From an optimization exercise on the open Yosys and OpenROAD flow, aimed at small area; shortcuts taken in it are not production practice.
Only simulation tests tie the RTL to the original design; equivalence was not proved.

==> flow/design.v (excerpt) <==
module edgeDetection2(
    input  logic        clk,
    input  logic        n_rst,
    input  logic        startSignal,
    input  logic [23:0] inputData,
    input  logic        rwError,
    input  logic        readDone,
    input  logic        writeDone,
    output logic [31:0] readAddress,
    output logic [7:0]  outputData,
    output logic        readEnable,
    output logic        writeEnable,
    output logic        outputError
);
localparam [2:0] IDLE = 3'd0, GEN = 3'd1, WAITD = 3'd2, STORE = 3'd3,
                 ERR = 3'd4, WRITE = 3'd5;
reg [2:0] state;
wire exec  = (state == GEN);
wire sWait = (state == WAITD);
wire store = (state == STORE);
wire grab  = (state == WAITD) & readDone & ~rwError;
reg  [3:0] cnt;      
reg        np3;      
wire [9:0] cntIs;
assign cntIs[0] = ~cnt[3] & ~cnt[2] & ~cnt[1] & ~cnt[0];
assign cntIs[1] = ~cnt[3] & ~cnt[2] & ~cnt[1] &  cnt[0];
assign cntIs[2] = ~cnt[2] &  cnt[1] & ~cnt[0];
assign cntIs[3] = ~cnt[2] &  cnt[1] &  cnt[0];
assign cntIs[4] =  cnt[2] & ~cnt[1] & ~cnt[0];
assign cntIs[5] =  cnt[2] & ~cnt[1] &  cnt[0];
assign cntIs[6] =  cnt[2] &  cnt[1] & ~cnt[0];
assign cntIs[7] =  cnt[2] &  cnt[1] &  cnt[0];
assign cntIs[8] =  cnt[3] & ~cnt[0];
assign cntIs[9] =  cnt[3] &  cnt[0];
wire       cntTop = np3 ? cntIs[3] : cntIs[9];
always_ff @(posedge clk, negedge n_rst)
    if (!n_rst) state <= IDLE;
    else case (state)
        IDLE:    if (startSignal) state <= GEN;
        GEN:     state <= WAITD;
        WAITD:   if (rwError) state <= ERR; else if (readDone) state <= STORE;
        STORE:   state <= cntTop ? WRITE : GEN;
        WRITE:   if (writeDone) state <= GEN;
        default: state <= state;
    endcase
assign readEnable  = (state == WAITD);
assign writeEnable = (state == WRITE);
assign outputError = (state == ERR);
reg [1:0] row;       
reg [9:0] col;       
reg [8:0] off;       
wire rowWrap = row[1] & row[0];
wire colWrap = col[9] & col[7];
wire offWrap = &{off[8:6], off[4:1]};
reg  np3Pre;
wire colWrapD2 = np3 & ~np3Pre;
wire [9:0] colInc; wire [10:0] colC;
wire [8:0] offInc; wire [9:0] offC;
assign colC[0] = rowWrap;
assign offC[0] = colWrap;
genvar gi;
generate
    for (gi = 0; gi < 10; gi = gi + 1) begin : colIncBit
  ...
==> flow/config.mk <==
export PLATFORM = sky130hd
export DESIGN_NAME = edgeDetection2
export DESIGN_NICKNAME = edgeDetection2
export VERILOG_FILES = /design/flow/design.v
export SDC_FILE = /design/flow/constraint.sdc
export NUM_CORES = 4
export LEC_CHECK = 0
export CAP_MARGIN = 20
export CORE_MARGIN = 2
export CORE_UTILIZATION = 40
export SLEW_MARGIN = 20
export SYNTH_HIERARCHICAL = 1
==> flow/constraint.sdc <==
create_clock -name core_clock -period 12.0 [get_ports {clk}]
set_input_delay 2.4000 -clock core_clock [delete_from_list [all_inputs] [get_ports {clk}]]
set_output_delay 2.4000 -clock core_clock [all_outputs]
set_load 0.01 [all_outputs]
standard.sh (not shown) runs the stock make flow with config.mk's settings and CLKGATE_MAP_FILE= SYNTH_SCRIPT=/design/flow/synth_recipe.tcl, a recipe that flattens the netlist after the stock synthesis.
==> flow/flow/run.sh <==
#!/bin/bash
# The standard layout (standard.sh) with two changes:
#  - the port buffers are the smallest buffer cell (sky130_fd_sc_hd__buf_1);
#  - clock tree synthesis inserts no dummy loads and builds the tree from
#    sky130_fd_sc_hd__clkbuf_4.
# All of standard.sh's output goes to standard.log; each ORFS step keeps its
# own log under orfs/logs/.
set -e
export BUFFER_PORTS_ARGS="-buffer_cell sky130_fd_sc_hd__buf_1"
export CTS_ARGS="-sink_clustering_enable -repair_clock_nets -dont_use_dummy_load -buf_list sky130_fd_sc_hd__clkbuf_4 -sink_clustering_size 20 -sink_clustering_max_diameter 120 -sink_buffer_max_cap_derate 0.5"
bash standard.sh > standard.log 2>&1
Next try:
--- a/flow/flow/run.sh
+++ b/flow/flow/run.sh
@@ -8,4 +8,4 @@
 set -e
 export BUFFER_PORTS_ARGS="-buffer_cell sky130_fd_sc_hd__buf_1"
-export CTS_ARGS="-sink_clustering_enable -repair_clock_nets -dont_use_dummy_load -buf_list sky130_fd_sc_hd__clkbuf_4 -sink_clustering_size 20 -sink_clustering_max_diameter 120 -sink_buffer_max_cap_derate 0.5"
+export CTS_ARGS="-sink_clustering_enable -repair_clock_nets -dont_use_dummy_load -buf_list sky130_fd_sc_hd__clkbuf_4 -sink_clustering_size 20 -sink_clustering_max_diameter 120"
 bash standard.sh > standard.log 2>&1
Settings changed: CORE_UTILIZATION 40 to 60.
=> Die area goes down by 33%. Global-route usage grows by 9.2 points.
Next try:
Settings changed: CORE_UTILIZATION 60 to 80.
Cell area drops by 0.58%.
Clock skew came out lower by 0.0081 ns.
Non-clock buffer count does not change.
First-iteration DRC count rose by 17%.
Worst setup slack degrades by 0.19 ns.

what the ideal ports hide:
How much do the figures lean on ideal ports? The routed layouts below were timed once more, with nothing changed but the port constraints. Step 1 assumes that a clkbuf_16 drives the clock port and a buf_2 every other input. Step 2 times the ports against the registers' clock, not the clock port: input delays grow and output delays shrink by t, the midpoint of the rising clock arrivals with the driver on. Slacks: no drivers / after step 1 / after step 2; pairs: no drivers / after step 1.
run	shift t [ns]	setup WS [ns]	hold slack, ns	slew at the worst register clock pin (ns)	worst slew at a driven data input, ns
the first run	0.554	1.315 / 1.315 / 1.315	0.428 / 0.428 / 0.428	0.12 / 0.12	0.05
the second run	0.539	1.352 / 1.352 / 1.352	0.422 / 0.422 / 0.422	0.12 / 0.12	0.03
the third run	0.543	1.162 / 1.162 / 1.162	0.422 / 0.422 / 0.422	0.12 / 0.12	0.04
After both steps every run listed still meets setup and hold.
